This is an optimization exercise on Yosys and OpenROAD, whose aim is small area, a short achievable clock period and few clock cycles per item, not a production implementation.
The RTL of this run was laid out without a check of its function.

## flow/run.sh

```bash
#!/bin/bash
# Standard layout, with timing repair asked to leave a larger setup margin,
# plain buffers (not delay buffers) on the ports, and no dummy clock loads.
export SETUP_SLACK_MARGIN=7.7
export BUFFER_PORTS_ARGS="-buffer_cell sky130_fd_sc_hd__buf_1"
export CTS_ARGS="-sink_clustering_enable -repair_clock_nets -dont_use_dummy_load"
bash standard.sh > standard_run.log 2>&1
```

## standard.sh

```bash
#!/bin/bash
# synth_recipe.tcl (not shown) runs the flow's synth.tcl, then flattens the netlist and writes it again
# the make line also repeats each setting of config.mk as NAME=value (left out here)
make -C /OpenROAD-flow-scripts/flow DESIGN_CONFIG=/design/flow/config.mk WORK_HOME=/design/flow/orfs CLKGATE_MAP_FILE= SYNTH_SCRIPT=/design/flow/synth_recipe.tcl "${@:-finish}"
```

## config.mk

```make
export PLATFORM = sky130hd
export DESIGN_NAME = WallaceTreeMultiplier
export DESIGN_NICKNAME = WallaceTreeMultiplier
export VERILOG_FILES = /design/flow/design.v
export SDC_FILE = /design/flow/constraint.sdc
export NUM_CORES = 4
export LEC_CHECK = 0
export CAP_MARGIN = 20
export CORE_MARGIN = 2
export CORE_UTILIZATION = 40
export SLEW_MARGIN = 20
```

## constraint.sdc

```tcl
create_clock -name core_clock -period 11.0 [get_ports {clk}]
set_input_delay 2.2000 -clock core_clock [delete_from_list [all_inputs] [get_ports {clk}]]
set_output_delay 2.2000 -clock core_clock [all_outputs]
set_load 0.01 [all_outputs]
```

## design.v

```verilog
module WallaceTreeMultiplier (
    input                   clk,
    input                   rst,
    input  logic [31:0]     a,
    input  logic [31:0]     b,
    input  logic            start,
    input  logic [1:0]      mul_type,
    output logic            done,
    output logic [63:0]     p
);
  localparam logic [2:0] IDLE = 3'd0, G0 = 3'd1, G1 = 3'd2, G2 = 3'd3, G3 = 3'd4,
                         FIN = 3'd5, DN = 3'd6;
  logic [2:0]  st;
  logic        done_q;   
  logic [32:0] A;        
  logic        corr;     
  logic [31:0] PB;       
  logic [32:0] S, C;  
  logic [7:0]  Ls, Lc;   
  logic        n3d;      
  wire sa = (mul_type == 2'b01) || (mul_type == 2'b10);
  wire sb = (mul_type == 2'b01);
  wire grp = (st == G0) || (st == G1) || (st == G2) || (st == G3);
  function automatic logic [2:0] benc(input logic x2, input logic x1, input logic x0);
    benc = {x2, (x2 & ~x1 & ~x0) | (~x2 & x1 & x0), x1 ^ x0};
  endfunction
  logic [3:0] neg;
  wire [8:0] bn = (st == IDLE) ? {b[7:0], 1'b0} : PB[15:7];
  logic [3:0] neg_l, one_l, two_l;
  always_ff @(posedge clk) begin
    for (int k = 0; k < 4; k++)
      {neg_l[k], two_l[k], one_l[k]} <= benc(bn[2*k+2], bn[2*k+1], bn[2*k]);
  end
  wire [3:0] neg_h = neg_l, one_h = one_l, two_h = two_l;
  assign neg = neg_l;
  wire [34:0] Ae = {A[32], A[32], A};
  wire [35:0] Ae2 = {Ae, 1'b0};
  wire [34:0] m0 = {({18{one_h[0]}} & Ae[34:17]) | ({18{two_h[0]}} & Ae2[34:17]),
                       ({17{one_l[0]}} & Ae[16:0]) | ({17{two_l[0]}} & Ae2[16:0])};
  wire [34:0] r0 = {~(m0[34] ^ neg_h[0]), m0[33:17] ^ {17{neg_h[0]}}, m0[16:0] ^ {17{neg_l[0]}}};
  wire [34:0] m1 = {({18{one_h[1]}} & Ae[34:17]) | ({18{two_h[1]}} & Ae2[34:17]),
                       ({17{one_l[1]}} & Ae[16:0]) | ({17{two_l[1]}} & Ae2[16:0])};
  wire [34:0] r1 = {~(m1[34] ^ neg_h[1]), m1[33:17] ^ {17{neg_h[1]}}, m1[16:0] ^ {17{neg_l[1]}}};
  wire [34:0] m2 = {({18{one_h[2]}} & Ae[34:17]) | ({18{two_h[2]}} & Ae2[34:17]),
                       ({17{one_l[2]}} & Ae[16:0]) | ({17{two_l[2]}} & Ae2[16:0])};
  wire [34:0] r2 = {~(m2[34] ^ neg_h[2]), m2[33:17] ^ {17{neg_h[2]}}, m2[16:0] ^ {17{neg_l[2]}}};
  wire [34:0] m3 = {({18{one_h[3]}} & Ae[34:17]) | ({18{two_h[3]}} & Ae2[34:17]),
                       ({17{one_l[3]}} & Ae[16:0]) | ({17{two_l[3]}} & Ae2[16:0])};
  wire [34:0] r3 = {~(m3[34] ^ neg_h[3]), m3[33:17] ^ {17{neg_h[3]}}, m3[16:0] ^ {17{neg_l[3]}}};
  logic [132:0] tfs, tfc;
  logic [9:0] ths, thc;
  assign tfs[0] = S[0] ^ C[0] ^ neg_l[0];
  assign tfc[0] = (S[0] & C[0]) | (S[0] & neg_l[0]) | (C[0] & neg_l[0]);
  assign ths[0] = S[2] ^ C[2];
  assign thc[0] = S[2] & C[2];
  assign ths[1] = S[3] ^ C[3];
  assign thc[1] = S[3] & C[3];
  assign tfs[1] = S[4] ^ C[4] ^ neg_l[2];
  assign tfc[1] = (S[4] & C[4]) | (S[4] & neg_l[2]) | (C[4] & neg_l[2]);
  assign ths[2] = r0[4] ^ r1[2];
  assign thc[2] = r0[4] & r1[2];
  assign tfs[2] = S[5] ^ C[5] ^ r0[5];
  assign tfc[2] = (S[5] & C[5]) | (S[5] & r0[5]) | (C[5] & r0[5]);
  assign ths[3] = r1[3] ^ r2[1];
  assign thc[3] = r1[3] & r2[1];
  assign tfs[3] = S[6] ^ C[6] ^ r0[6];
  assign tfc[3] = (S[6] & C[6]) | (S[6] & r0[6]) | (C[6] & r0[6]);
  assign tfs[4] = r1[4] ^ r2[2] ^ r3[0];
  assign tfc[4] = (r1[4] & r2[2]) | (r1[4] & r3[0]) | (r2[2] & r3[0]);
  assign tfs[5] = S[7] ^ C[7] ^ r0[7];
  assign tfc[5] = (S[7] & C[7]) | (S[7] & r0[7]) | (C[7] & r0[7]);
  assign tfs[6] = r1[5] ^ r2[3] ^ r3[1];
  assign tfc[6] = (r1[5] & r2[3]) | (r1[5] & r3[1]) | (r2[3] & r3[1]);
  assign tfs[7] = S[8] ^ C[8] ^ r0[8];
  assign tfc[7] = (S[8] & C[8]) | (S[8] & r0[8]) | (C[8] & r0[8]);
  assign tfs[8] = r1[6] ^ r2[4] ^ r3[2];
  assign tfc[8] = (r1[6] & r2[4]) | (r1[6] & r3[2]) | (r2[4] & r3[2]);
  assign tfs[9] = S[9] ^ C[9] ^ r0[9];
  assign tfc[9] = (S[9] & C[9]) | (S[9] & r0[9]) | (C[9] & r0[9]);
  assign tfs[10] = r1[7] ^ r2[5] ^ r3[3];
  assign tfc[10] = (r1[7] & r2[5]) | (r1[7] & r3[3]) | (r2[5] & r3[3]);
  assign tfs[11] = S[10] ^ C[10] ^ r0[10];
  assign tfc[11] = (S[10] & C[10]) | (S[10] & r0[10]) | (C[10] & r0[10]);
  assign tfs[12] = r1[8] ^ r2[6] ^ r3[4];
  assign tfc[12] = (r1[8] & r2[6]) | (r1[8] & r3[4]) | (r2[6] & r3[4]);
  assign tfs[13] = S[11] ^ C[11] ^ r0[11];
  assign tfc[13] = (S[11] & C[11]) | (S[11] & r0[11]) | (C[11] & r0[11]);
  assign tfs[14] = r1[9] ^ r2[7] ^ r3[5];
  assign tfc[14] = (r1[9] & r2[7]) | (r1[9] & r3[5]) | (r2[7] & r3[5]);
  assign tfs[15] = S[12] ^ C[12] ^ r0[12];
  assign tfc[15] = (S[12] & C[12]) | (S[12] & r0[12]) | (C[12] & r0[12]);
  assign tfs[16] = r1[10] ^ r2[8] ^ r3[6];
  assign tfc[16] = (r1[10] & r2[8]) | (r1[10] & r3[6]) | (r2[8] & r3[6]);
  assign tfs[17] = S[13] ^ C[13] ^ r0[13];
  assign tfc[17] = (S[13] & C[13]) | (S[13] & r0[13]) | (C[13] & r0[13]);
  assign tfs[18] = r1[11] ^ r2[9] ^ r3[7];
  assign tfc[18] = (r1[11] & r2[9]) | (r1[11] & r3[7]) | (r2[9] & r3[7]);
  assign tfs[19] = S[14] ^ C[14] ^ r0[14];
  assign tfc[19] = (S[14] & C[14]) | (S[14] & r0[14]) | (C[14] & r0[14]);
  assign tfs[20] = r1[12] ^ r2[10] ^ r3[8];
  assign tfc[20] = (r1[12] & r2[10]) | (r1[12] & r3[8]) | (r2[10] & r3[8]);
  assign tfs[21] = S[15] ^ C[15] ^ r0[15];
  assign tfc[21] = (S[15] & C[15]) | (S[15] & r0[15]) | (C[15] & r0[15]);
  assign tfs[22] = r1[13] ^ r2[11] ^ r3[9];
  assign tfc[22] = (r1[13] & r2[11]) | (r1[13] & r3[9]) | (r2[11] & r3[9]);
  assign tfs[23] = S[16] ^ C[16] ^ r0[16];
  assign tfc[23] = (S[16] & C[16]) | (S[16] & r0[16]) | (C[16] & r0[16]);
  assign tfs[24] = r1[14] ^ r2[12] ^ r3[10];
  assign tfc[24] = (r1[14] & r2[12]) | (r1[14] & r3[10]) | (r2[12] & r3[10]);
  assign tfs[25] = S[17] ^ C[17] ^ r0[17];
  assign tfc[25] = (S[17] & C[17]) | (S[17] & r0[17]) | (C[17] & r0[17]);
  assign tfs[26] = r1[15] ^ r2[13] ^ r3[11];
  assign tfc[26] = (r1[15] & r2[13]) | (r1[15] & r3[11]) | (r2[13] & r3[11]);
  assign tfs[27] = S[18] ^ C[18] ^ r0[18];
  assign tfc[27] = (S[18] & C[18]) | (S[18] & r0[18]) | (C[18] & r0[18]);
  assign tfs[28] = r1[16] ^ r2[14] ^ r3[12];
  assign tfc[28] = (r1[16] & r2[14]) | (r1[16] & r3[12]) | (r2[14] & r3[12]);
  assign tfs[29] = S[19] ^ C[19] ^ r0[19];
  assign tfc[29] = (S[19] & C[19]) | (S[19] & r0[19]) | (C[19] & r0[19]);
  assign tfs[30] = r1[17] ^ r2[15] ^ r3[13];
  assign tfc[30] = (r1[17] & r2[15]) | (r1[17] & r3[13]) | (r2[15] & r3[13]);
  assign tfs[31] = S[20] ^ C[20] ^ r0[20];
  assign tfc[31] = (S[20] & C[20]) | (S[20] & r0[20]) | (C[20] & r0[20]);
  assign tfs[32] = r1[18] ^ r2[16] ^ r3[14];
  assign tfc[32] = (r1[18] & r2[16]) | (r1[18] & r3[14]) | (r2[16] & r3[14]);
  assign tfs[33] = S[21] ^ C[21] ^ r0[21];
  assign tfc[33] = (S[21] & C[21]) | (S[21] & r0[21]) | (C[21] & r0[21]);
  assign tfs[34] = r1[19] ^ r2[17] ^ r3[15];
  assign tfc[34] = (r1[19] & r2[17]) | (r1[19] & r3[15]) | (r2[17] & r3[15]);
  assign tfs[35] = S[22] ^ C[22] ^ r0[22];
  assign tfc[35] = (S[22] & C[22]) | (S[22] & r0[22]) | (C[22] & r0[22]);
  assign tfs[36] = r1[20] ^ r2[18] ^ r3[16];
  assign tfc[36] = (r1[20] & r2[18]) | (r1[20] & r3[16]) | (r2[18] & r3[16]);
  assign tfs[37] = S[23] ^ C[23] ^ r0[23];
  assign tfc[37] = (S[23] & C[23]) | (S[23] & r0[23]) | (C[23] & r0[23]);
  assign tfs[38] = r1[21] ^ r2[19] ^ r3[17];
  assign tfc[38] = (r1[21] & r2[19]) | (r1[21] & r3[17]) | (r2[19] & r3[17]);
  assign tfs[39] = S[24] ^ C[24] ^ r0[24];
  assign tfc[39] = (S[24] & C[24]) | (S[24] & r0[24]) | (C[24] & r0[24]);
  assign tfs[40] = r1[22] ^ r2[20] ^ r3[18];
  assign tfc[40] = (r1[22] & r2[20]) | (r1[22] & r3[18]) | (r2[20] & r3[18]);
  assign tfs[41] = S[25] ^ C[25] ^ r0[25];
  assign tfc[41] = (S[25] & C[25]) | (S[25] & r0[25]) | (C[25] & r0[25]);
  assign tfs[42] = r1[23] ^ r2[21] ^ r3[19];
  assign tfc[42] = (r1[23] & r2[21]) | (r1[23] & r3[19]) | (r2[21] & r3[19]);
  assign tfs[43] = S[26] ^ C[26] ^ r0[26];
  assign tfc[43] = (S[26] & C[26]) | (S[26] & r0[26]) | (C[26] & r0[26]);
  assign tfs[44] = r1[24] ^ r2[22] ^ r3[20];
  assign tfc[44] = (r1[24] & r2[22]) | (r1[24] & r3[20]) | (r2[22] & r3[20]);
  assign tfs[45] = S[27] ^ C[27] ^ r0[27];
  assign tfc[45] = (S[27] & C[27]) | (S[27] & r0[27]) | (C[27] & r0[27]);
  assign tfs[46] = r1[25] ^ r2[23] ^ r3[21];
  assign tfc[46] = (r1[25] & r2[23]) | (r1[25] & r3[21]) | (r2[23] & r3[21]);
  assign tfs[47] = S[28] ^ C[28] ^ r0[28];
  assign tfc[47] = (S[28] & C[28]) | (S[28] & r0[28]) | (C[28] & r0[28]);
  assign tfs[48] = r1[26] ^ r2[24] ^ r3[22];
  assign tfc[48] = (r1[26] & r2[24]) | (r1[26] & r3[22]) | (r2[24] & r3[22]);
  assign tfs[49] = S[29] ^ C[29] ^ r0[29];
  assign tfc[49] = (S[29] & C[29]) | (S[29] & r0[29]) | (C[29] & r0[29]);
  assign tfs[50] = r1[27] ^ r2[25] ^ r3[23];
  assign tfc[50] = (r1[27] & r2[25]) | (r1[27] & r3[23]) | (r2[25] & r3[23]);
  assign tfs[51] = S[30] ^ C[30] ^ r0[30];
  assign tfc[51] = (S[30] & C[30]) | (S[30] & r0[30]) | (C[30] & r0[30]);
  assign tfs[52] = r1[28] ^ r2[26] ^ r3[24];
  assign tfc[52] = (r1[28] & r2[26]) | (r1[28] & r3[24]) | (r2[26] & r3[24]);
  assign tfs[53] = S[31] ^ C[31] ^ r0[31];
  assign tfc[53] = (S[31] & C[31]) | (S[31] & r0[31]) | (C[31] & r0[31]);
  assign tfs[54] = r1[29] ^ r2[27] ^ r3[25];
  assign tfc[54] = (r1[29] & r2[27]) | (r1[29] & r3[25]) | (r2[27] & r3[25]);
  assign tfs[55] = S[32] ^ C[32] ^ r0[32];
  assign tfc[55] = (S[32] & C[32]) | (S[32] & r0[32]) | (C[32] & r0[32]);
  assign tfs[56] = r1[30] ^ r2[28] ^ r3[26];
  assign tfc[56] = (r1[30] & r2[28]) | (r1[30] & r3[26]) | (r2[28] & r3[26]);
  assign tfs[57] = 1'b1 ^ r0[33] ^ r1[31];
  assign tfc[57] = (1'b1 & r0[33]) | (1'b1 & r1[31]) | (r0[33] & r1[31]);
  assign ths[4] = r2[29] ^ r3[27];
  assign thc[4] = r2[29] & r3[27];
  assign tfs[58] = r0[34] ^ r1[32] ^ r2[30];
  assign tfc[58] = (r0[34] & r1[32]) | (r0[34] & r2[30]) | (r1[32] & r2[30]);
  assign ths[5] = 1'b1 ^ r1[33];
  assign thc[5] = 1'b1 & r1[33];
  assign ths[6] = r0[0] ^ tfs[0];
  assign thc[6] = r0[0] & tfs[0];
  assign tfs[59] = S[1] ^ C[1] ^ tfc[0];
  assign tfc[59] = (S[1] & C[1]) | (S[1] & tfc[0]) | (C[1] & tfc[0]);
  assign tfs[60] = neg_l[1] ^ ths[0] ^ r0[2];
  assign tfc[60] = (neg_l[1] & ths[0]) | (neg_l[1] & r0[2]) | (ths[0] & r0[2]);
  assign tfs[61] = thc[0] ^ ths[1] ^ r0[3];
  assign tfc[61] = (thc[0] & ths[1]) | (thc[0] & r0[3]) | (ths[1] & r0[3]);
  assign tfs[62] = thc[1] ^ r2[0] ^ tfs[1];
  assign tfc[62] = (thc[1] & r2[0]) | (thc[1] & tfs[1]) | (r2[0] & tfs[1]);
  assign tfs[63] = tfc[1] ^ thc[2] ^ ths[3];
  assign tfc[63] = (tfc[1] & thc[2]) | (tfc[1] & ths[3]) | (thc[2] & ths[3]);
  assign tfs[64] = thc[3] ^ tfc[2] ^ tfs[3];
  assign tfc[64] = (thc[3] & tfc[2]) | (thc[3] & tfs[3]) | (tfc[2] & tfs[3]);
  assign tfs[65] = tfc[3] ^ tfc[4] ^ tfs[5];
  assign tfc[65] = (tfc[3] & tfc[4]) | (tfc[3] & tfs[5]) | (tfc[4] & tfs[5]);
  assign tfs[66] = tfc[5] ^ tfc[6] ^ tfs[7];
  assign tfc[66] = (tfc[5] & tfc[6]) | (tfc[5] & tfs[7]) | (tfc[6] & tfs[7]);
  assign tfs[67] = tfc[7] ^ tfc[8] ^ tfs[9];
  assign tfc[67] = (tfc[7] & tfc[8]) | (tfc[7] & tfs[9]) | (tfc[8] & tfs[9]);
  assign tfs[68] = tfc[9] ^ tfc[10] ^ tfs[11];
  assign tfc[68] = (tfc[9] & tfc[10]) | (tfc[9] & tfs[11]) | (tfc[10] & tfs[11]);
  assign tfs[69] = tfc[11] ^ tfc[12] ^ tfs[13];
  assign tfc[69] = (tfc[11] & tfc[12]) | (tfc[11] & tfs[13]) | (tfc[12] & tfs[13]);
  assign tfs[70] = tfc[13] ^ tfc[14] ^ tfs[15];
  assign tfc[70] = (tfc[13] & tfc[14]) | (tfc[13] & tfs[15]) | (tfc[14] & tfs[15]);
  assign tfs[71] = tfc[15] ^ tfc[16] ^ tfs[17];
  assign tfc[71] = (tfc[15] & tfc[16]) | (tfc[15] & tfs[17]) | (tfc[16] & tfs[17]);
  assign tfs[72] = tfc[17] ^ tfc[18] ^ tfs[19];
  assign tfc[72] = (tfc[17] & tfc[18]) | (tfc[17] & tfs[19]) | (tfc[18] & tfs[19]);
  assign tfs[73] = tfc[19] ^ tfc[20] ^ tfs[21];
  assign tfc[73] = (tfc[19] & tfc[20]) | (tfc[19] & tfs[21]) | (tfc[20] & tfs[21]);
  assign tfs[74] = tfc[21] ^ tfc[22] ^ tfs[23];
  assign tfc[74] = (tfc[21] & tfc[22]) | (tfc[21] & tfs[23]) | (tfc[22] & tfs[23]);
  assign tfs[75] = tfc[23] ^ tfc[24] ^ tfs[25];
  assign tfc[75] = (tfc[23] & tfc[24]) | (tfc[23] & tfs[25]) | (tfc[24] & tfs[25]);
  assign tfs[76] = tfc[25] ^ tfc[26] ^ tfs[27];
  assign tfc[76] = (tfc[25] & tfc[26]) | (tfc[25] & tfs[27]) | (tfc[26] & tfs[27]);
  assign tfs[77] = tfc[27] ^ tfc[28] ^ tfs[29];
  assign tfc[77] = (tfc[27] & tfc[28]) | (tfc[27] & tfs[29]) | (tfc[28] & tfs[29]);
  assign tfs[78] = tfc[29] ^ tfc[30] ^ tfs[31];
  assign tfc[78] = (tfc[29] & tfc[30]) | (tfc[29] & tfs[31]) | (tfc[30] & tfs[31]);
  assign tfs[79] = tfc[31] ^ tfc[32] ^ tfs[33];
  assign tfc[79] = (tfc[31] & tfc[32]) | (tfc[31] & tfs[33]) | (tfc[32] & tfs[33]);
  assign tfs[80] = tfc[33] ^ tfc[34] ^ tfs[35];
  assign tfc[80] = (tfc[33] & tfc[34]) | (tfc[33] & tfs[35]) | (tfc[34] & tfs[35]);
  assign tfs[81] = tfc[35] ^ tfc[36] ^ tfs[37];
  assign tfc[81] = (tfc[35] & tfc[36]) | (tfc[35] & tfs[37]) | (tfc[36] & tfs[37]);
  assign tfs[82] = tfc[37] ^ tfc[38] ^ tfs[39];
  assign tfc[82] = (tfc[37] & tfc[38]) | (tfc[37] & tfs[39]) | (tfc[38] & tfs[39]);
  assign tfs[83] = tfc[39] ^ tfc[40] ^ tfs[41];
  assign tfc[83] = (tfc[39] & tfc[40]) | (tfc[39] & tfs[41]) | (tfc[40] & tfs[41]);
  assign tfs[84] = tfc[41] ^ tfc[42] ^ tfs[43];
  assign tfc[84] = (tfc[41] & tfc[42]) | (tfc[41] & tfs[43]) | (tfc[42] & tfs[43]);
  assign tfs[85] = tfc[43] ^ tfc[44] ^ tfs[45];
  assign tfc[85] = (tfc[43] & tfc[44]) | (tfc[43] & tfs[45]) | (tfc[44] & tfs[45]);
  assign tfs[86] = tfc[45] ^ tfc[46] ^ tfs[47];
  assign tfc[86] = (tfc[45] & tfc[46]) | (tfc[45] & tfs[47]) | (tfc[46] & tfs[47]);
  assign tfs[87] = tfc[47] ^ tfc[48] ^ tfs[49];
  assign tfc[87] = (tfc[47] & tfc[48]) | (tfc[47] & tfs[49]) | (tfc[48] & tfs[49]);
  assign tfs[88] = tfc[49] ^ tfc[50] ^ tfs[51];
  assign tfc[88] = (tfc[49] & tfc[50]) | (tfc[49] & tfs[51]) | (tfc[50] & tfs[51]);
  assign tfs[89] = tfc[51] ^ tfc[52] ^ tfs[53];
  assign tfc[89] = (tfc[51] & tfc[52]) | (tfc[51] & tfs[53]) | (tfc[52] & tfs[53]);
  assign tfs[90] = tfc[53] ^ tfc[54] ^ tfs[55];
  assign tfc[90] = (tfc[53] & tfc[54]) | (tfc[53] & tfs[55]) | (tfc[54] & tfs[55]);
  assign tfs[91] = ths[4] ^ tfc[55] ^ tfc[56];
  assign tfc[91] = (ths[4] & tfc[55]) | (ths[4] & tfc[56]) | (tfc[55] & tfc[56]);
  assign tfs[92] = r3[28] ^ thc[4] ^ tfc[57];
  assign tfc[92] = (r3[28] & thc[4]) | (r3[28] & tfc[57]) | (thc[4] & tfc[57]);
  assign tfs[93] = r2[31] ^ r3[29] ^ ths[5];
  assign tfc[93] = (r2[31] & r3[29]) | (r2[31] & ths[5]) | (r3[29] & ths[5]);
  assign tfs[94] = r1[34] ^ r2[32] ^ r3[30];
  assign tfc[94] = (r1[34] & r2[32]) | (r1[34] & r3[30]) | (r2[32] & r3[30]);
  assign ths[7] = 1'b1 ^ r2[33];
  assign thc[7] = 1'b1 & r2[33];
  assign ths[8] = k8g ^ ths[6];
  assign thc[8] = k8g & ths[6];
  assign tfs[95] = r0[1] ^ thc[6] ^ tfs[59];
  assign tfc[95] = (r0[1] & thc[6]) | (r0[1] & tfs[59]) | (thc[6] & tfs[59]);
  assign tfs[96] = r1[0] ^ tfc[59] ^ tfs[60];
  assign tfc[96] = (r1[0] & tfc[59]) | (r1[0] & tfs[60]) | (tfc[59] & tfs[60]);
  assign tfs[97] = r1[1] ^ tfc[60] ^ tfs[61];
  assign tfc[97] = (r1[1] & tfc[60]) | (r1[1] & tfs[61]) | (tfc[60] & tfs[61]);
  assign tfs[98] = ths[2] ^ tfc[61] ^ tfs[62];
  assign tfc[98] = (ths[2] & tfc[61]) | (ths[2] & tfs[62]) | (tfc[61] & tfs[62]);
  assign tfs[99] = tfc[62] ^ tfs[2] ^ tfs[63];
  assign tfc[99] = (tfc[62] & tfs[2]) | (tfc[62] & tfs[63]) | (tfs[2] & tfs[63]);
  assign tfs[100] = tfs[4] ^ tfc[63] ^ tfs[64];
  assign tfc[100] = (tfs[4] & tfc[63]) | (tfs[4] & tfs[64]) | (tfc[63] & tfs[64]);
  assign tfs[101] = tfs[6] ^ tfc[64] ^ tfs[65];
  assign tfc[101] = (tfs[6] & tfc[64]) | (tfs[6] & tfs[65]) | (tfc[64] & tfs[65]);
  assign tfs[102] = tfs[8] ^ tfc[65] ^ tfs[66];
  assign tfc[102] = (tfs[8] & tfc[65]) | (tfs[8] & tfs[66]) | (tfc[65] & tfs[66]);
  assign tfs[103] = tfs[10] ^ tfc[66] ^ tfs[67];
  assign tfc[103] = (tfs[10] & tfc[66]) | (tfs[10] & tfs[67]) | (tfc[66] & tfs[67]);
  assign tfs[104] = tfs[12] ^ tfc[67] ^ tfs[68];
  assign tfc[104] = (tfs[12] & tfc[67]) | (tfs[12] & tfs[68]) | (tfc[67] & tfs[68]);
  assign tfs[105] = tfs[14] ^ tfc[68] ^ tfs[69];
  assign tfc[105] = (tfs[14] & tfc[68]) | (tfs[14] & tfs[69]) | (tfc[68] & tfs[69]);
  assign tfs[106] = tfs[16] ^ tfc[69] ^ tfs[70];
  assign tfc[106] = (tfs[16] & tfc[69]) | (tfs[16] & tfs[70]) | (tfc[69] & tfs[70]);
  assign tfs[107] = tfs[18] ^ tfc[70] ^ tfs[71];
  assign tfc[107] = (tfs[18] & tfc[70]) | (tfs[18] & tfs[71]) | (tfc[70] & tfs[71]);
  assign tfs[108] = tfs[20] ^ tfc[71] ^ tfs[72];
  assign tfc[108] = (tfs[20] & tfc[71]) | (tfs[20] & tfs[72]) | (tfc[71] & tfs[72]);
  assign tfs[109] = tfs[22] ^ tfc[72] ^ tfs[73];
  assign tfc[109] = (tfs[22] & tfc[72]) | (tfs[22] & tfs[73]) | (tfc[72] & tfs[73]);
  assign tfs[110] = tfs[24] ^ tfc[73] ^ tfs[74];
  assign tfc[110] = (tfs[24] & tfc[73]) | (tfs[24] & tfs[74]) | (tfc[73] & tfs[74]);
  assign tfs[111] = tfs[26] ^ tfc[74] ^ tfs[75];
  assign tfc[111] = (tfs[26] & tfc[74]) | (tfs[26] & tfs[75]) | (tfc[74] & tfs[75]);
  assign tfs[112] = tfs[28] ^ tfc[75] ^ tfs[76];
  assign tfc[112] = (tfs[28] & tfc[75]) | (tfs[28] & tfs[76]) | (tfc[75] & tfs[76]);
  assign tfs[113] = tfs[30] ^ tfc[76] ^ tfs[77];
  assign tfc[113] = (tfs[30] & tfc[76]) | (tfs[30] & tfs[77]) | (tfc[76] & tfs[77]);
  assign tfs[114] = tfs[32] ^ tfc[77] ^ tfs[78];
  assign tfc[114] = (tfs[32] & tfc[77]) | (tfs[32] & tfs[78]) | (tfc[77] & tfs[78]);
  assign tfs[115] = tfs[34] ^ tfc[78] ^ tfs[79];
  assign tfc[115] = (tfs[34] & tfc[78]) | (tfs[34] & tfs[79]) | (tfc[78] & tfs[79]);
  assign tfs[116] = tfs[36] ^ tfc[79] ^ tfs[80];
  assign tfc[116] = (tfs[36] & tfc[79]) | (tfs[36] & tfs[80]) | (tfc[79] & tfs[80]);
  assign tfs[117] = tfs[38] ^ tfc[80] ^ tfs[81];
  assign tfc[117] = (tfs[38] & tfc[80]) | (tfs[38] & tfs[81]) | (tfc[80] & tfs[81]);
  assign tfs[118] = tfs[40] ^ tfc[81] ^ tfs[82];
  assign tfc[118] = (tfs[40] & tfc[81]) | (tfs[40] & tfs[82]) | (tfc[81] & tfs[82]);
  assign tfs[119] = tfs[42] ^ tfc[82] ^ tfs[83];
  assign tfc[119] = (tfs[42] & tfc[82]) | (tfs[42] & tfs[83]) | (tfc[82] & tfs[83]);
  assign tfs[120] = tfs[44] ^ tfc[83] ^ tfs[84];
  assign tfc[120] = (tfs[44] & tfc[83]) | (tfs[44] & tfs[84]) | (tfc[83] & tfs[84]);
  assign tfs[121] = tfs[46] ^ tfc[84] ^ tfs[85];
  assign tfc[121] = (tfs[46] & tfc[84]) | (tfs[46] & tfs[85]) | (tfc[84] & tfs[85]);
  assign tfs[122] = tfs[48] ^ tfc[85] ^ tfs[86];
  assign tfc[122] = (tfs[48] & tfc[85]) | (tfs[48] & tfs[86]) | (tfc[85] & tfs[86]);
  assign tfs[123] = tfs[50] ^ tfc[86] ^ tfs[87];
  assign tfc[123] = (tfs[50] & tfc[86]) | (tfs[50] & tfs[87]) | (tfc[86] & tfs[87]);
  assign tfs[124] = tfs[52] ^ tfc[87] ^ tfs[88];
  assign tfc[124] = (tfs[52] & tfc[87]) | (tfs[52] & tfs[88]) | (tfc[87] & tfs[88]);
  assign tfs[125] = tfs[54] ^ tfc[88] ^ tfs[89];
  assign tfc[125] = (tfs[54] & tfc[88]) | (tfs[54] & tfs[89]) | (tfc[88] & tfs[89]);
  assign tfs[126] = tfs[56] ^ tfc[89] ^ tfs[90];
  assign tfc[126] = (tfs[56] & tfc[89]) | (tfs[56] & tfs[90]) | (tfc[89] & tfs[90]);
  assign tfs[127] = tfs[57] ^ tfs[91] ^ tfc[90];
  assign tfc[127] = (tfs[57] & tfs[91]) | (tfs[57] & tfc[90]) | (tfs[91] & tfc[90]);
  assign tfs[128] = tfs[58] ^ tfc[91] ^ tfs[92];
  assign tfc[128] = (tfs[58] & tfc[91]) | (tfs[58] & tfs[92]) | (tfc[91] & tfs[92]);
  assign tfs[129] = tfc[58] ^ tfs[93] ^ tfc[92];
  assign tfc[129] = (tfc[58] & tfs[93]) | (tfc[58] & tfc[92]) | (tfs[93] & tfc[92]);
  assign tfs[130] = thc[5] ^ tfs[94] ^ tfc[93];
  assign tfc[130] = (thc[5] & tfs[94]) | (thc[5] & tfc[93]) | (tfs[94] & tfc[93]);
  assign tfs[131] = r3[31] ^ ths[7] ^ tfc[94];
  assign tfc[131] = (r3[31] & ths[7]) | (r3[31] & tfc[94]) | (ths[7] & tfc[94]);
  assign tfs[132] = r2[34] ^ r3[32] ^ thc[7];
  assign tfc[132] = (r2[34] & r3[32]) | (r2[34] & thc[7]) | (r3[32] & thc[7]);
  assign ths[9] = 1'b1 ^ r3[33];
  assign thc[9] = 1'b1 & r3[33];
  wire [42:0] ts = {1'b0, 1'b1, r3[34], ths[9], tfs[132], tfs[131], tfs[130], tfc[128], tfc[127], tfc[126], tfc[125], tfc[124], tfc[123], tfc[122], tfc[121], tfc[120], tfc[119], tfc[118], tfc[117], tfc[116], tfc[115], tfc[114], tfc[113], tfc[112], tfc[111], tfc[110], tfc[109], tfc[108], tfc[107], tfc[106], tfc[105], tfc[104], tfc[103], tfc[102], tfc[101], tfc[100], tfc[99], tfc[98], tfc[97], tfc[96], tfc[95], thc[8], ths[8]};
  wire [42:0] tc = {1'b0, 1'b0, thc[9], tfc[132], tfc[131], tfc[130], tfc[129], tfs[129], tfs[128], tfs[127], tfs[126], tfs[125], tfs[124], tfs[123], tfs[122], tfs[121], tfs[120], tfs[119], tfs[118], tfs[117], tfs[116], tfs[115], tfs[114], tfs[113], tfs[112], tfs[111], tfs[110], tfs[109], tfs[108], tfs[107], tfs[106], tfs[105], tfs[104], tfs[103], tfs[102], tfs[101], tfs[100], tfs[99], tfs[98], tfs[97], tfs[96], tfs[95], lo_c8g};
  wire x6 = Ls[6] ^ Lc[6] ^ n3d;
  wire k7 = (Ls[6] & Lc[6]) | (Ls[6] & n3d) | (Lc[6] & n3d);
  wire x7 = Ls[7] ^ Lc[7] ^ k7;
  wire k8 = (Ls[7] & Lc[7]) | (Ls[7] & k7) | (Lc[7] & k7);
  wire [31:0] ca = corr ? A[31:0] : 32'd0;
  wire [31:0] fu = S[31:0] ^ C[31:0] ^ ca;
  wire [31:0] fv = ((S[31:0] ^ C[31:0]) & ca) | (S[31:0] & C[31:0]);
  wire [39:0] ax = {fu, x7, x6, Ls[5:0]};
  wire [39:0] ay = {fv[30:0], k8, 2'b00, Lc[5:0]};
  logic [39:0] ad_s;
  logic ad_co;
  logic [40:0] ad_c;   
  always_comb begin
    logic [40:0] g, p;
    g = {ax & ay, 1'b0};
    p = {ax ^ ay, 1'b0};
    begin
      logic [40:0] g0, p0;
      g0 = g; p0 = p;
      g[1] = g0[1] | (p0[1] & g0[0]); p[1] = p0[1] & p0[0];
      g[2] = g0[2] | (p0[2] & g0[1]); p[2] = p0[2] & p0[1];
      g[3] = g0[3] | (p0[3] & g0[2]); p[3] = p0[3] & p0[2];
      g[4] = g0[4] | (p0[4] & g0[3]); p[4] = p0[4] & p0[3];
      g[5] = g0[5] | (p0[5] & g0[4]); p[5] = p0[5] & p0[4];
      g[6] = g0[6] | (p0[6] & g0[5]); p[6] = p0[6] & p0[5];
      g[7] = g0[7] | (p0[7] & g0[6]); p[7] = p0[7] & p0[6];
      g[8] = g0[8] | (p0[8] & g0[7]); p[8] = p0[8] & p0[7];
      g[9] = g0[9] | (p0[9] & g0[8]); p[9] = p0[9] & p0[8];
      g[10] = g0[10] | (p0[10] & g0[9]); p[10] = p0[10] & p0[9];
      g[11] = g0[11] | (p0[11] & g0[10]); p[11] = p0[11] & p0[10];
      g[12] = g0[12] | (p0[12] & g0[11]); p[12] = p0[12] & p0[11];
      g[13] = g0[13] | (p0[13] & g0[12]); p[13] = p0[13] & p0[12];
      g[14] = g0[14] | (p0[14] & g0[13]); p[14] = p0[14] & p0[13];
      g[15] = g0[15] | (p0[15] & g0[14]); p[15] = p0[15] & p0[14];
      g[16] = g0[16] | (p0[16] & g0[15]); p[16] = p0[16] & p0[15];
      g[17] = g0[17] | (p0[17] & g0[16]); p[17] = p0[17] & p0[16];
      g[18] = g0[18] | (p0[18] & g0[17]); p[18] = p0[18] & p0[17];
      g[19] = g0[19] | (p0[19] & g0[18]); p[19] = p0[19] & p0[18];
      g[20] = g0[20] | (p0[20] & g0[19]); p[20] = p0[20] & p0[19];
      g[21] = g0[21] | (p0[21] & g0[20]); p[21] = p0[21] & p0[20];
      g[22] = g0[22] | (p0[22] & g0[21]); p[22] = p0[22] & p0[21];
      g[23] = g0[23] | (p0[23] & g0[22]); p[23] = p0[23] & p0[22];
      g[24] = g0[24] | (p0[24] & g0[23]); p[24] = p0[24] & p0[23];
      g[25] = g0[25] | (p0[25] & g0[24]); p[25] = p0[25] & p0[24];
      g[26] = g0[26] | (p0[26] & g0[25]); p[26] = p0[26] & p0[25];
      g[27] = g0[27] | (p0[27] & g0[26]); p[27] = p0[27] & p0[26];
      g[28] = g0[28] | (p0[28] & g0[27]); p[28] = p0[28] & p0[27];
      g[29] = g0[29] | (p0[29] & g0[28]); p[29] = p0[29] & p0[28];
      g[30] = g0[30] | (p0[30] & g0[29]); p[30] = p0[30] & p0[29];
      g[31] = g0[31] | (p0[31] & g0[30]); p[31] = p0[31] & p0[30];
      g[32] = g0[32] | (p0[32] & g0[31]); p[32] = p0[32] & p0[31];
      g[33] = g0[33] | (p0[33] & g0[32]); p[33] = p0[33] & p0[32];
      g[34] = g0[34] | (p0[34] & g0[33]); p[34] = p0[34] & p0[33];
      g[35] = g0[35] | (p0[35] & g0[34]); p[35] = p0[35] & p0[34];
      g[36] = g0[36] | (p0[36] & g0[35]); p[36] = p0[36] & p0[35];
      g[37] = g0[37] | (p0[37] & g0[36]); p[37] = p0[37] & p0[36];
      g[38] = g0[38] | (p0[38] & g0[37]); p[38] = p0[38] & p0[37];
      g[39] = g0[39] | (p0[39] & g0[38]); p[39] = p0[39] & p0[38];
      g[40] = g0[40] | (p0[40] & g0[39]); p[40] = p0[40] & p0[39];
    end
    begin
      logic [40:0] g0, p0;
      g0 = g; p0 = p;
      g[2] = g0[2] | (p0[2] & g0[0]); p[2] = p0[2] & p0[0];
      g[3] = g0[3] | (p0[3] & g0[1]); p[3] = p0[3] & p0[1];
      g[4] = g0[4] | (p0[4] & g0[2]); p[4] = p0[4] & p0[2];
      g[5] = g0[5] | (p0[5] & g0[3]); p[5] = p0[5] & p0[3];
      g[6] = g0[6] | (p0[6] & g0[4]); p[6] = p0[6] & p0[4];
      g[7] = g0[7] | (p0[7] & g0[5]); p[7] = p0[7] & p0[5];
      g[8] = g0[8] | (p0[8] & g0[6]); p[8] = p0[8] & p0[6];
      g[9] = g0[9] | (p0[9] & g0[7]); p[9] = p0[9] & p0[7];
      g[10] = g0[10] | (p0[10] & g0[8]); p[10] = p0[10] & p0[8];
      g[11] = g0[11] | (p0[11] & g0[9]); p[11] = p0[11] & p0[9];
      g[12] = g0[12] | (p0[12] & g0[10]); p[12] = p0[12] & p0[10];
      g[13] = g0[13] | (p0[13] & g0[11]); p[13] = p0[13] & p0[11];
      g[14] = g0[14] | (p0[14] & g0[12]); p[14] = p0[14] & p0[12];
      g[15] = g0[15] | (p0[15] & g0[13]); p[15] = p0[15] & p0[13];
      g[16] = g0[16] | (p0[16] & g0[14]); p[16] = p0[16] & p0[14];
      g[17] = g0[17] | (p0[17] & g0[15]); p[17] = p0[17] & p0[15];
      g[18] = g0[18] | (p0[18] & g0[16]); p[18] = p0[18] & p0[16];
      g[19] = g0[19] | (p0[19] & g0[17]); p[19] = p0[19] & p0[17];
      g[20] = g0[20] | (p0[20] & g0[18]); p[20] = p0[20] & p0[18];
      g[21] = g0[21] | (p0[21] & g0[19]); p[21] = p0[21] & p0[19];
      g[22] = g0[22] | (p0[22] & g0[20]); p[22] = p0[22] & p0[20];
      g[23] = g0[23] | (p0[23] & g0[21]); p[23] = p0[23] & p0[21];
      g[24] = g0[24] | (p0[24] & g0[22]); p[24] = p0[24] & p0[22];
      g[25] = g0[25] | (p0[25] & g0[23]); p[25] = p0[25] & p0[23];
      g[26] = g0[26] | (p0[26] & g0[24]); p[26] = p0[26] & p0[24];
      g[27] = g0[27] | (p0[27] & g0[25]); p[27] = p0[27] & p0[25];
      g[28] = g0[28] | (p0[28] & g0[26]); p[28] = p0[28] & p0[26];
      g[29] = g0[29] | (p0[29] & g0[27]); p[29] = p0[29] & p0[27];
      g[30] = g0[30] | (p0[30] & g0[28]); p[30] = p0[30] & p0[28];
      g[31] = g0[31] | (p0[31] & g0[29]); p[31] = p0[31] & p0[29];
      g[32] = g0[32] | (p0[32] & g0[30]); p[32] = p0[32] & p0[30];
      g[33] = g0[33] | (p0[33] & g0[31]); p[33] = p0[33] & p0[31];
      g[34] = g0[34] | (p0[34] & g0[32]); p[34] = p0[34] & p0[32];
      g[35] = g0[35] | (p0[35] & g0[33]); p[35] = p0[35] & p0[33];
      g[36] = g0[36] | (p0[36] & g0[34]); p[36] = p0[36] & p0[34];
      g[37] = g0[37] | (p0[37] & g0[35]); p[37] = p0[37] & p0[35];
      g[38] = g0[38] | (p0[38] & g0[36]); p[38] = p0[38] & p0[36];
      g[39] = g0[39] | (p0[39] & g0[37]); p[39] = p0[39] & p0[37];
      g[40] = g0[40] | (p0[40] & g0[38]); p[40] = p0[40] & p0[38];
    end
    begin
      logic [40:0] g0, p0;
      g0 = g; p0 = p;
      g[4] = g0[4] | (p0[4] & g0[0]); p[4] = p0[4] & p0[0];
      g[5] = g0[5] | (p0[5] & g0[1]); p[5] = p0[5] & p0[1];
      g[6] = g0[6] | (p0[6] & g0[2]); p[6] = p0[6] & p0[2];
      g[7] = g0[7] | (p0[7] & g0[3]); p[7] = p0[7] & p0[3];
      g[8] = g0[8] | (p0[8] & g0[4]); p[8] = p0[8] & p0[4];
      g[9] = g0[9] | (p0[9] & g0[5]); p[9] = p0[9] & p0[5];
      g[10] = g0[10] | (p0[10] & g0[6]); p[10] = p0[10] & p0[6];
      g[11] = g0[11] | (p0[11] & g0[7]); p[11] = p0[11] & p0[7];
      g[12] = g0[12] | (p0[12] & g0[8]); p[12] = p0[12] & p0[8];
      g[13] = g0[13] | (p0[13] & g0[9]); p[13] = p0[13] & p0[9];
      g[14] = g0[14] | (p0[14] & g0[10]); p[14] = p0[14] & p0[10];
      g[15] = g0[15] | (p0[15] & g0[11]); p[15] = p0[15] & p0[11];
      g[16] = g0[16] | (p0[16] & g0[12]); p[16] = p0[16] & p0[12];
      g[17] = g0[17] | (p0[17] & g0[13]); p[17] = p0[17] & p0[13];
      g[18] = g0[18] | (p0[18] & g0[14]); p[18] = p0[18] & p0[14];
      g[19] = g0[19] | (p0[19] & g0[15]); p[19] = p0[19] & p0[15];
      g[20] = g0[20] | (p0[20] & g0[16]); p[20] = p0[20] & p0[16];
      g[21] = g0[21] | (p0[21] & g0[17]); p[21] = p0[21] & p0[17];
      g[22] = g0[22] | (p0[22] & g0[18]); p[22] = p0[22] & p0[18];
      g[23] = g0[23] | (p0[23] & g0[19]); p[23] = p0[23] & p0[19];
      g[24] = g0[24] | (p0[24] & g0[20]); p[24] = p0[24] & p0[20];
      g[25] = g0[25] | (p0[25] & g0[21]); p[25] = p0[25] & p0[21];
      g[26] = g0[26] | (p0[26] & g0[22]); p[26] = p0[26] & p0[22];
      g[27] = g0[27] | (p0[27] & g0[23]); p[27] = p0[27] & p0[23];
      g[28] = g0[28] | (p0[28] & g0[24]); p[28] = p0[28] & p0[24];
      g[29] = g0[29] | (p0[29] & g0[25]); p[29] = p0[29] & p0[25];
      g[30] = g0[30] | (p0[30] & g0[26]); p[30] = p0[30] & p0[26];
      g[31] = g0[31] | (p0[31] & g0[27]); p[31] = p0[31] & p0[27];
      g[32] = g0[32] | (p0[32] & g0[28]); p[32] = p0[32] & p0[28];
      g[33] = g0[33] | (p0[33] & g0[29]); p[33] = p0[33] & p0[29];
      g[34] = g0[34] | (p0[34] & g0[30]); p[34] = p0[34] & p0[30];
      g[35] = g0[35] | (p0[35] & g0[31]); p[35] = p0[35] & p0[31];
      g[36] = g0[36] | (p0[36] & g0[32]); p[36] = p0[36] & p0[32];
      g[37] = g0[37] | (p0[37] & g0[33]); p[37] = p0[37] & p0[33];
      g[38] = g0[38] | (p0[38] & g0[34]); p[38] = p0[38] & p0[34];
      g[39] = g0[39] | (p0[39] & g0[35]); p[39] = p0[39] & p0[35];
      g[40] = g0[40] | (p0[40] & g0[36]); p[40] = p0[40] & p0[36];
    end
    begin
      logic [40:0] g0, p0;
      g0 = g; p0 = p;
      g[8] = g0[8] | (p0[8] & g0[0]); p[8] = p0[8] & p0[0];
      g[9] = g0[9] | (p0[9] & g0[1]); p[9] = p0[9] & p0[1];
      g[10] = g0[10] | (p0[10] & g0[2]); p[10] = p0[10] & p0[2];
      g[11] = g0[11] | (p0[11] & g0[3]); p[11] = p0[11] & p0[3];
      g[12] = g0[12] | (p0[12] & g0[4]); p[12] = p0[12] & p0[4];
      g[13] = g0[13] | (p0[13] & g0[5]); p[13] = p0[13] & p0[5];
      g[14] = g0[14] | (p0[14] & g0[6]); p[14] = p0[14] & p0[6];
      g[15] = g0[15] | (p0[15] & g0[7]); p[15] = p0[15] & p0[7];
      g[16] = g0[16] | (p0[16] & g0[8]); p[16] = p0[16] & p0[8];
      g[17] = g0[17] | (p0[17] & g0[9]); p[17] = p0[17] & p0[9];
      g[18] = g0[18] | (p0[18] & g0[10]); p[18] = p0[18] & p0[10];
      g[19] = g0[19] | (p0[19] & g0[11]); p[19] = p0[19] & p0[11];
      g[20] = g0[20] | (p0[20] & g0[12]); p[20] = p0[20] & p0[12];
      g[21] = g0[21] | (p0[21] & g0[13]); p[21] = p0[21] & p0[13];
      g[22] = g0[22] | (p0[22] & g0[14]); p[22] = p0[22] & p0[14];
      g[23] = g0[23] | (p0[23] & g0[15]); p[23] = p0[23] & p0[15];
      g[24] = g0[24] | (p0[24] & g0[16]); p[24] = p0[24] & p0[16];
      g[25] = g0[25] | (p0[25] & g0[17]); p[25] = p0[25] & p0[17];
      g[26] = g0[26] | (p0[26] & g0[18]); p[26] = p0[26] & p0[18];
      g[27] = g0[27] | (p0[27] & g0[19]); p[27] = p0[27] & p0[19];
      g[28] = g0[28] | (p0[28] & g0[20]); p[28] = p0[28] & p0[20];
      g[29] = g0[29] | (p0[29] & g0[21]); p[29] = p0[29] & p0[21];
      g[30] = g0[30] | (p0[30] & g0[22]); p[30] = p0[30] & p0[22];
      g[31] = g0[31] | (p0[31] & g0[23]); p[31] = p0[31] & p0[23];
      g[32] = g0[32] | (p0[32] & g0[24]); p[32] = p0[32] & p0[24];
      g[33] = g0[33] | (p0[33] & g0[25]); p[33] = p0[33] & p0[25];
      g[34] = g0[34] | (p0[34] & g0[26]); p[34] = p0[34] & p0[26];
      g[35] = g0[35] | (p0[35] & g0[27]); p[35] = p0[35] & p0[27];
      g[36] = g0[36] | (p0[36] & g0[28]); p[36] = p0[36] & p0[28];
      g[37] = g0[37] | (p0[37] & g0[29]); p[37] = p0[37] & p0[29];
      g[38] = g0[38] | (p0[38] & g0[30]); p[38] = p0[38] & p0[30];
      g[39] = g0[39] | (p0[39] & g0[31]); p[39] = p0[39] & p0[31];
      g[40] = g0[40] | (p0[40] & g0[32]); p[40] = p0[40] & p0[32];
    end
    begin
      logic [40:0] g0, p0;
      g0 = g; p0 = p;
      g[16] = g0[16] | (p0[16] & g0[0]); p[16] = p0[16] & p0[0];
      g[17] = g0[17] | (p0[17] & g0[1]); p[17] = p0[17] & p0[1];
      g[18] = g0[18] | (p0[18] & g0[2]); p[18] = p0[18] & p0[2];
      g[19] = g0[19] | (p0[19] & g0[3]); p[19] = p0[19] & p0[3];
      g[20] = g0[20] | (p0[20] & g0[4]); p[20] = p0[20] & p0[4];
      g[21] = g0[21] | (p0[21] & g0[5]); p[21] = p0[21] & p0[5];
      g[22] = g0[22] | (p0[22] & g0[6]); p[22] = p0[22] & p0[6];
      g[23] = g0[23] | (p0[23] & g0[7]); p[23] = p0[23] & p0[7];
      g[24] = g0[24] | (p0[24] & g0[8]); p[24] = p0[24] & p0[8];
      g[25] = g0[25] | (p0[25] & g0[9]); p[25] = p0[25] & p0[9];
      g[26] = g0[26] | (p0[26] & g0[10]); p[26] = p0[26] & p0[10];
      g[27] = g0[27] | (p0[27] & g0[11]); p[27] = p0[27] & p0[11];
      g[28] = g0[28] | (p0[28] & g0[12]); p[28] = p0[28] & p0[12];
      g[29] = g0[29] | (p0[29] & g0[13]); p[29] = p0[29] & p0[13];
      g[30] = g0[30] | (p0[30] & g0[14]); p[30] = p0[30] & p0[14];
      g[31] = g0[31] | (p0[31] & g0[15]); p[31] = p0[31] & p0[15];
      g[32] = g0[32] | (p0[32] & g0[16]); p[32] = p0[32] & p0[16];
      g[33] = g0[33] | (p0[33] & g0[17]); p[33] = p0[33] & p0[17];
      g[34] = g0[34] | (p0[34] & g0[18]); p[34] = p0[34] & p0[18];
      g[35] = g0[35] | (p0[35] & g0[19]); p[35] = p0[35] & p0[19];
      g[36] = g0[36] | (p0[36] & g0[20]); p[36] = p0[36] & p0[20];
      g[37] = g0[37] | (p0[37] & g0[21]); p[37] = p0[37] & p0[21];
      g[38] = g0[38] | (p0[38] & g0[22]); p[38] = p0[38] & p0[22];
      g[39] = g0[39] | (p0[39] & g0[23]); p[39] = p0[39] & p0[23];
      g[40] = g0[40] | (p0[40] & g0[24]); p[40] = p0[40] & p0[24];
    end
    begin
      logic [40:0] g0, p0;
      g0 = g; p0 = p;
      g[32] = g0[32] | (p0[32] & g0[0]); p[32] = p0[32] & p0[0];
      g[33] = g0[33] | (p0[33] & g0[1]); p[33] = p0[33] & p0[1];
      g[34] = g0[34] | (p0[34] & g0[2]); p[34] = p0[34] & p0[2];
      g[35] = g0[35] | (p0[35] & g0[3]); p[35] = p0[35] & p0[3];
      g[36] = g0[36] | (p0[36] & g0[4]); p[36] = p0[36] & p0[4];
      g[37] = g0[37] | (p0[37] & g0[5]); p[37] = p0[37] & p0[5];
      g[38] = g0[38] | (p0[38] & g0[6]); p[38] = p0[38] & p0[6];
      g[39] = g0[39] | (p0[39] & g0[7]); p[39] = p0[39] & p0[7];
      g[40] = g0[40] | (p0[40] & g0[8]); p[40] = p0[40] & p0[8];
    end
    ad_s = (ax ^ ay) ^ g[39:0];
    ad_co = g[40];
    ad_c = g;
  end
  wire [7:0] lo = ad_s[7:0];
  wire lo_c8 = ad_c[8];
  wire lo_c8g = lo_c8 & (st != G0), k8g = k8 & (st != G0);
  wire [31:0] phi = ad_s[39:8];
  wire az = (a == 32'd0);
  wire zin = az || (b == 32'd0);
  wire zop = 1'b0;
  always_ff @(posedge clk) begin
    if (rst) begin
      st <= IDLE;
      done_q <= 1'b0;
    end
    else begin
      done_q <= (st == FIN) || (st == G0 && zop) || (st == DN && start) || (st == IDLE && start && zin);
      case (st)
        IDLE: if (start) st <= zin ? DN : G0;
        G0: st <= zop ? DN : G1;
        G1: st <= G2;
        G2: st <= G3;
        G3: st <= FIN;
        FIN: st <= DN;
        DN: if (!start) st <= IDLE;
        default: st <= IDLE;
      endcase
    end
  end
  wire zclr = (st == G0) && zop;
  always_ff @(posedge clk) begin
    A <= {sa & a[31], a};
    corr <= ~sb & b[31];
    C <= grp ? tc[40:8] : 33'd1 << 32;
    Ls <= ts[7:0];
    Lc <= tc[7:0];
    n3d <= neg[3];
    if (st == IDLE) PB <= az ? 32'd0 : b;
    else if (zclr) PB <= '0;
    else if (grp || st == FIN) PB <= {lo, PB[31:8]};
    if (st == IDLE) S <= 33'd1 << 32;
    else if (grp) S <= ts[40:8];
    else if (st == FIN) S[31:0] <= phi;
  end
  assign done = done_q;
  assign p = {S[31:0], PB};
endmodule
```

==> impl_metrics.ini <==
[cts]
path_clk_slew_ns = 0.05
clock_latency_ns = 0.45
cts_tree = yes
htreeDepth = 4
cts-root-buf = clkbuf_16
numCtsBuffers = 17
clkSinkCount = 165
clock_path_buffers = 2

[floorplan]
start_util_pct = 40.2
chipWidth_um = 192
coreArea_um2 = 35300
die_area_um2 = 37000
die_h_um = 192
rows = 69
pin_count = 134

[critical_path]
critPathRequiredTime_ns = 11.37
critPathKind = in -> reg
cp_cell_sequence = buf_8 -> nor4_4 -> nand4_1 -> buf_4 -> or2_4 -> o21ai_4 -> nand2_2 -> or3_4 -> a21oi_2 -> a31oi_1 -> nor2_1
crit_family = simple AND/OR/NAND/NOR gates
worstReg2RegStart = corr
cpPeakStageDelay_ns = 0.36
cp_slowest_cell = nor4_4
arrival_ns = 4.01
worst-path-stages = 11
reg2reg_depth = 14
rrSetupSlack_ns = 7.40
r2r-end = S[31]
cp-startpoint = a[26]
crit_fanout = 2
path_buf_inv = 2
critPathCaptureType = flop
cp-start-kind = input port

[sta]
worst_slack_ns = 7.36
clock_skew_ns = 0.0223
setup_viol = 0
relSlewSlack_pct = 27.3
rsz0062_at_grt = yes
hold_viol_final = 0
min_period_ns = 3.64
timing.hold.ws_ns = 0.519
setup_tns_ns = 0
drv_slew = 0
worst_pin_slew_ns = 1.09
timing.fmax_mhz = 275
fin_crit_sh_pct = 33.1

[worst_hold_path]
holdPathStages = 2
min_from = S[32]
hold_class = reg -> reg
hold_path_end = S[32]

[global_route]
gr-total-overflow = 0
track_usage_pct = 24.1
grt_pass1_wl_um = 66900
antenna_found_initial = 0
grt_pass1_vias = 11244
grt_max_degree = 46

[placed_design]
globalplace.congestion = 0.917
dp_slack_ns = 6.48
placement.cell_area_um2 = 14900
port_buffers = 133
dpl.cell_count = 1923
dp_hpwl_um = 31200

[route]
wl_per_cell_um = 22.0
drtPass1Iterations = 5
via_count = 11109
routed_wl_um = 43400
drt_iter0_markers = 843
antenna_left = 0
post-route-drc-count = 0
viasPerCell = 5.64

[synthesis]
async_flop_share_pct = 0
synth_xor_area_share_pct = 11.1
synth_area_per_cell_um2 = 9.72
synth.mux.area_fraction_pct = 0.493
synth_cells = 1461
syn-num-nets = 1744
synth-main-ff-cell = dfxtp_1
ys_types = 65
synth-compound-area-share_pct = 17.2
synth_edf_count = 32
yosysWarnings = 1
synth-seq-area-share_pct = 25.5
syn_area_um2 = 14200
ys_ff_latch = 165
synth-simple-area-share_pct = 10.6
synth_fa_ha_area_share_pct = 28.0
synth_top_family_by_area = adder cells

[layout]
drive_gt1_share_pct = 16.0
syn_to_final_growth_pct = 14.0
nets = 1795
fin_cells = 1971
diodes = 0
stdcell_area_um2 = 16200

[status]
outcome = no timing/DRC/antenna violations

[run]
drv_cap = 0
==> through the flow <==
stage                     utilization [%]
after floorplan                         -
after global placement               42.1
after detailed placement             42.1
after global routing                 45.9
final                                45.9
after CTS                            45.1
==> worst max-delay path by stage <==
stage / endpoint / slack [ns]
final: done_q / 7.36
after global routing: done_q / 7.27
after CTS: S[31] / 7.38
after detailed placement: done_q / 6.48
after global placement: done_q / 6.50
after floorplan: done_q / 7.31
==> layout by cell type, fill, tap and decap left out, drive strengths merged, types with 2 or more instances in the layout <==
master | Yosys | routed
buf | 47 | 180
fa | 165 | 165
xnor2 | 152 | 152
dfxtp | 133 | 133
a22oi | 130 | 130
nand2 | 100 | 100
inv | 83 | 82
a21oi | 80 | 80
and2 | 54 | 54
ha | 49 | 49
nor2 | 47 | 47
o21ai | 47 | 47
edfxtp | 32 | 32
nand3 | 32 | 32
xor2 | 28 | 28
a211oi | 20 | 20
clkbuf | 104 | 18
nor4 | 16 | 16
o22ai | 15 | 15
nor3 | 11 | 11
o21bai | 10 | 10
a31oi | 10 | 10
nor2b | 9 | 9
a21o | 9 | 9
nand4 | 8 | 8
mux2i | 7 | 7
nand2b | 7 | 7
maj3 | 6 | 6
o21a | 6 | 6
o221ai | 6 | 6
or2 | 4 | 6
or3 | 5 | 5
a22o | 4 | 4
and3 | 3 | 3
a2111oi | 3 | 3
o211ai | 3 | 3
nor3b | 2 | 2
a211o | 2 | 2
o211a | 2 | 2
==> kinds of logic (layout without fill, tap and decap cells) <==
kind of cell / Yosys count / count (layout)
flip-flops: 165 / 165
adder cells (fa/ha/maj): 220 / 220
multiplexers: 7 / 7
AO/OA/AOI/OAI: 352 / 352
buffers and inverters: 234 / 281
AND/OR/NAND/NOR: 303 / 305
XOR/XNOR: 180 / 180
==> synth_stat cells (all sizes together) (47+ instances only) <==
cell    instances  area (µm²)
fa            165        3300
xnor2         152        1330
dfxtp         133        2660
a22oi         130         976
clkbuf        104         390
nand2         100         375
inv            83         312
a21oi          80         415
and2           54         338
ha             49         613
buf            47         300
nor2           47         176
o21ai          47         258
==> sequential cells by signal, summed over array words and instances (netlist names) <==
register,count
A,33
C,33
Lc,8
Ls,8
PB,32
S,33
corr,1
done_q,1
n3d,1
neg_l,4
one_l,4
st,3
two_l,4
==> layer usage <==
| metal | vias up | global-route usage, % | wire length (µm) |
|---|---|---|---|
| li1 | 5057 | - | - |
| met1 | 5601 | 31.4 | 18400 |
| met2 | 355 | 40.3 | 21000 |
| met3 | 96 | 3.22 | 2080 |
| met4 | 0 | 9.92 | 1850 |
| met5 | - | 0 | 0 |
==> timing repair <==
action                     CTS  global route
pin swaps                   43            36
setup endpoints to repair  105            68
gates cloned                 4             0
buffers inserted            19             8
hold buffers                 0             0
gates resized for setup    117            56
==> tightest hold or removal path, cell delays in order (launching register included) <==
cell and delay (ns):
dfxtp_1 0.32, nor2_1 0.05, o21ai_0 0.12
==> cell type report <==
type,count,area [µm²]
well taps,461,577
multi-input cells,1064,10200
clock buffers,17,425
inverters,83,315
fillers,3314,19100
repair buffers,181,1000
flip-flops and latches,165,3700

## separate check: timing with driven ports
The results above use ideal ports. As a check the final layout listed here was re-extracted and re-timed, cells and wires unchanged. Step 1 assumes that a clkbuf_16 drives the clock port and a buf_2 every other input. Step 2 adds t to the input delays and takes it off the output delays; t is the mean of the earliest and latest rising clock arrival at the registers after step 1. Input paths then give back, and output paths get back, about the clock's delay inside the block. Slacks: no drivers / after step 1 / after step 2; pairs: no drivers / after step 1.
t, ns: 0.483
setup WS [ns]: 7.362 / 7.370 / 6.887
worst hold slack (ns): 0.519 / 0.519 / 0.519
latest minus earliest clock arrival (ns): 0.023 / 0.022
After both steps setup and hold are still met in this run. The setup slack of this run moves by +0.008 ns with the drivers and by -0.475 ns with both steps.
